Source: an optimization exercise on an open RTL-to-GDS flow (aim: small area, a short achievable clock period and few clock cycles per item). Production flows keep margins and buffers that such runs may drop. Only simulation tests tie the RTL to the original design; equivalence was not proved.

## angle_frame
module angle_frame(
	input clk,
	input rst,
	input start,
	input [11:0] x,
	input [11:0] y,
	output [55:0] frame,
	output frame_valid
    );
Size in the first run: about 84 I/O pins.
Settings: LEC_CHECK=0, CAP_MARGIN=20, CORE_MARGIN=2, CORE_UTILIZATION=50, CTS_BUF_LIST=sky130_fd_sc_hd__clkbuf_16, CTS_CLUSTER_DIAMETER=80, CTS_CLUSTER_SIZE=24, SETUP_SLACK_MARGIN=4.6, SLEW_MARGIN=20, SYNTH_MEMORY_MAX_BITS=65536; clock period 8.0 ns.
standard.sh (not shown) runs the stock make flow with config.mk's settings and CLKGATE_MAP_FILE= SYNTH_SCRIPT=/design/flow/synth_recipe.tcl, a recipe that flattens the netlist after the stock synthesis.
==> flow/flow/run.sh <==
#!/bin/bash
# Layout flow: the standard synthesis, then the combinational logic
# (everything but the flip-flops, which keep their names and cells) is
# re-mapped by ABC with an area-recovering script; then the standard
# layout from the netlist, with sky130_fd_sc_hd__buf_2 port buffers.
# Every tool's output goes to a log file in this folder.
set -euo pipefail
bash standard.sh synth > flow_synth.log 2>&1
R=orfs/results/sky130hd/angle_frame/base
cp $R/1_2_yosys.v $R/1_2_yosys_standard.v
LIB=$FLOW_HOME/platforms/sky130hd/lib/sky130_fd_sc_hd__tt_025C_1v80.lib
sed -e "s#@IN@#$R/1_2_yosys_standard.v#" -e "s#@OUT@#$R/1_2_yosys.v#" \
    -e "s#@LIB@#$LIB#g" -e "s#@ABC@#flow/resynth.abc#" flow/resynth.ys > resynth.ys
yosys -l yosys_resynth.log -q resynth.ys > /dev/null 2>&1
bash standard.sh BUFFER_PORTS_ARGS="-buffer_cell sky130_fd_sc_hd__buf_2" finish > flow_finish.log 2>&1
Other scripts of this flow, unchanged in this note and not shown: flow/flow/resynth.abc, flow/flow/resynth.ys
Testbench counts at the start, summed over its fixed seeds: cycles 155,428, frames 8,000.
Change:
Settings changed: CORE_UTILIZATION 50 to 30, SETUP_SLACK_MARGIN 4.6 to 4.5.
- The new run finished clean
- sequential share of layout area fell by 0.16 points
- final area hardly moves
- die area rose by 65%
- critical path depth falls by 2
- global-route usage goes down by 12 points
- final cell count rises by 8.8%
Change:
Settings changed: CORE_UTILIZATION 30 to 40, SETUP_SLACK_MARGIN 4.5 to 4.7.
Effect:
- critical path depth goes up by 2
- cell count fell by 3.9%
- die area falls by 25%
- global-route usage rose by 6.9 points
- core utilization went up by 13 points
- worst setup slack gains 0.11 ns
- routed wire length increases by 5.6%

== run B ==
angle_frame, a different RTL version from the one above (not shown whole).
Size in the first run: about 2500 cells after synthesis, about 84 I/O pins, roughly 16000 sq um of cells after synthesis.
export LEC_CHECK = 0
export CAP_MARGIN = 20
export CORE_MARGIN = 2
export CORE_UTILIZATION = 40
export CTS_BUF_LIST = sky130_fd_sc_hd__clkbuf_16
export CTS_CLUSTER_DIAMETER = 80
export CTS_CLUSTER_SIZE = 24
export SETUP_SLACK_MARGIN = 4.6
export SLEW_MARGIN = 20
export SYNTH_MEMORY_MAX_BITS = 65536
create_clock -name core_clock -period 8.0 [get_ports {clk}]
==> flow/flow/resynth.abc <==
strash
dch
map -B 0.2
topo
stime -c
upsize -c
dnsize -c
==> flow/flow/resynth.ys <==
read_liberty -overwrite -ignore_miss_func @LIB@
read_verilog -overwrite @IN@
hierarchy -top angle_frame
setattr -mod -set keep_hierarchy 1 sky130_fd_sc_hd__df*
flatten
opt_clean
abc -script @ABC@ -liberty @LIB@ -dont_use sky130_fd_sc_hd__lpflow_bleeder_1 -dont_use sky130_fd_sc_hd__lpflow_clkbufkapwr_1 -dont_use sky130_fd_sc_hd__lpflow_clkbufkapwr_16 -dont_use sky130_fd_sc_hd__lpflow_clkbufkapwr_2 -dont_use sky130_fd_sc_hd__lpflow_clkbufkapwr_4 -dont_use sky130_fd_sc_hd__lpflow_clkbufkapwr_8 -dont_use sky130_fd_sc_hd__lpflow_clkinvkapwr_1 -dont_use sky130_fd_sc_hd__lpflow_clkinvkapwr_16 -dont_use sky130_fd_sc_hd__lpflow_clkinvkapwr_2 -dont_use sky130_fd_sc_hd__lpflow_clkinvkapwr_4 -dont_use sky130_fd_sc_hd__lpflow_clkinvkapwr_8 -dont_use sky130_fd_sc_hd__lpflow_decapkapwr_12 -dont_use sky130_fd_sc_hd__lpflow_decapkapwr_3 -dont_use sky130_fd_sc_hd__lpflow_decapkapwr_4 -dont_use sky130_fd_sc_hd__lpflow_decapkapwr_6 -dont_use sky130_fd_sc_hd__lpflow_decapkapwr_8 -dont_use sky130_fd_sc_hd__lpflow_inputiso0n_1 -dont_use sky130_fd_sc_hd__lpflow_inputiso0p_1 -dont_use sky130_fd_sc_hd__lpflow_inputiso1n_1 -dont_use sky130_fd_sc_hd__lpflow_inputiso1p_1 -dont_use sky130_fd_sc_hd__lpflow_inputisolatch_1 -dont_use sky130_fd_sc_hd__lpflow_isobufsrc_1 -dont_use sky130_fd_sc_hd__lpflow_isobufsrc_16 -dont_use sky130_fd_sc_hd__lpflow_isobufsrc_2 -dont_use sky130_fd_sc_hd__lpflow_isobufsrc_4 -dont_use sky130_fd_sc_hd__lpflow_isobufsrc_8 -dont_use sky130_fd_sc_hd__lpflow_isobufsrckapwr_16 -dont_use sky130_fd_sc_hd__lpflow_lsbuf_lh_hl_isowell_tap_1 -dont_use sky130_fd_sc_hd__lpflow_lsbuf_lh_hl_isowell_tap_2 -dont_use sky130_fd_sc_hd__lpflow_lsbuf_lh_hl_isowell_tap_4 -dont_use sky130_fd_sc_hd__lpflow_lsbuf_lh_isowell_4 -dont_use sky130_fd_sc_hd__lpflow_lsbuf_lh_isowell_tap_1 -dont_use sky130_fd_sc_hd__lpflow_lsbuf_lh_isowell_tap_2 -dont_use sky130_fd_sc_hd__lpflow_lsbuf_lh_isowell_tap_4 -dont_use sky130_fd_sc_hd__probe_p_8 -dont_use sky130_fd_sc_hd__probec_p_8 
opt_clean -purge
hilomap -singleton -hicell sky130_fd_sc_hd__conb_1 HI -locell sky130_fd_sc_hd__conb_1 LO
setundef -zero
splitnets
opt_clean -purge
stat -liberty @LIB@
delete =sky130_fd_sc_hd__*
write_verilog -noattr -noexpr -nohex -nodec @OUT@
Scripts as last shown in full above: flow/flow/run.sh
Run B finished every step from synthesis to the final layout, and the layout passed the timing, design-rule and antenna checks.
Testbench counts of run B, summed over its fixed seeds: cycles 155,428, frames 8,000.
Input changes introduced in run C (baseline for comparison: run B):
Settings: CORE_UTILIZATION: 40 -> 30; SETUP_SLACK_MARGIN: 4.6 -> 4.7.
==> comparison <==
Run C vs run B on sum of met2 wire segment lengths after detailed routing: run C is the lower one. Run B → run C: initial core utilization fell by 10 points; tightest hold margin has decreased; number of non-filler instances in the completed layout went up; multi-input gate share of the layout cell area -0.59 points. On register fraction of the total cell area: between run B and run C, it ends up lower for run C. Going from run B to run C, inserted tap cell count picked up an extra 31%; global-route wire length before repair now smaller.

re-timing with driven ports:
In the flow no input, the clock included, has a driving cell. The finished layouts below were timed again as built, in two steps.
Step 1 (the two cells are an assumption about what drives the block):
set clk [get_ports {clk}]
set_driving_cell -lib_cell sky130_fd_sc_hd__clkbuf_16 $clk
set_driving_cell -lib_cell sky130_fd_sc_hd__buf_2 [delete_from_list [all_inputs] $clk]
Step 2, shift: input delay + t, output delay - t, t = (earliest + latest rising clock arrival at the registers) / 2. This alone moves slack from input paths to output paths.
a / b / c = ideal ports / drivers / drivers and shift; a / b = the first two.
run | shift t [ns] | setup slack, ns | pins driven straight from the clock port
the first run of note 1 | 0.512 | 4.631 / 4.639 / 4.127 | 1
the second run of note 1 | 0.548 | 4.613 / 4.613 / 4.132 | 1
the third run of note 1 | 0.522 | 4.727 / 4.696 / 4.223 | 1
run B | 0.517 | 4.756 / 4.748 / 4.231 | 1
run C | 0.544 | 4.709 / 4.708 / 4.164 | 1
After both steps every run listed still meets setup and hold. For run C, which loses most, drivers alone change the setup slack by -0.001 ns; drivers and shift together by -0.545 ns.
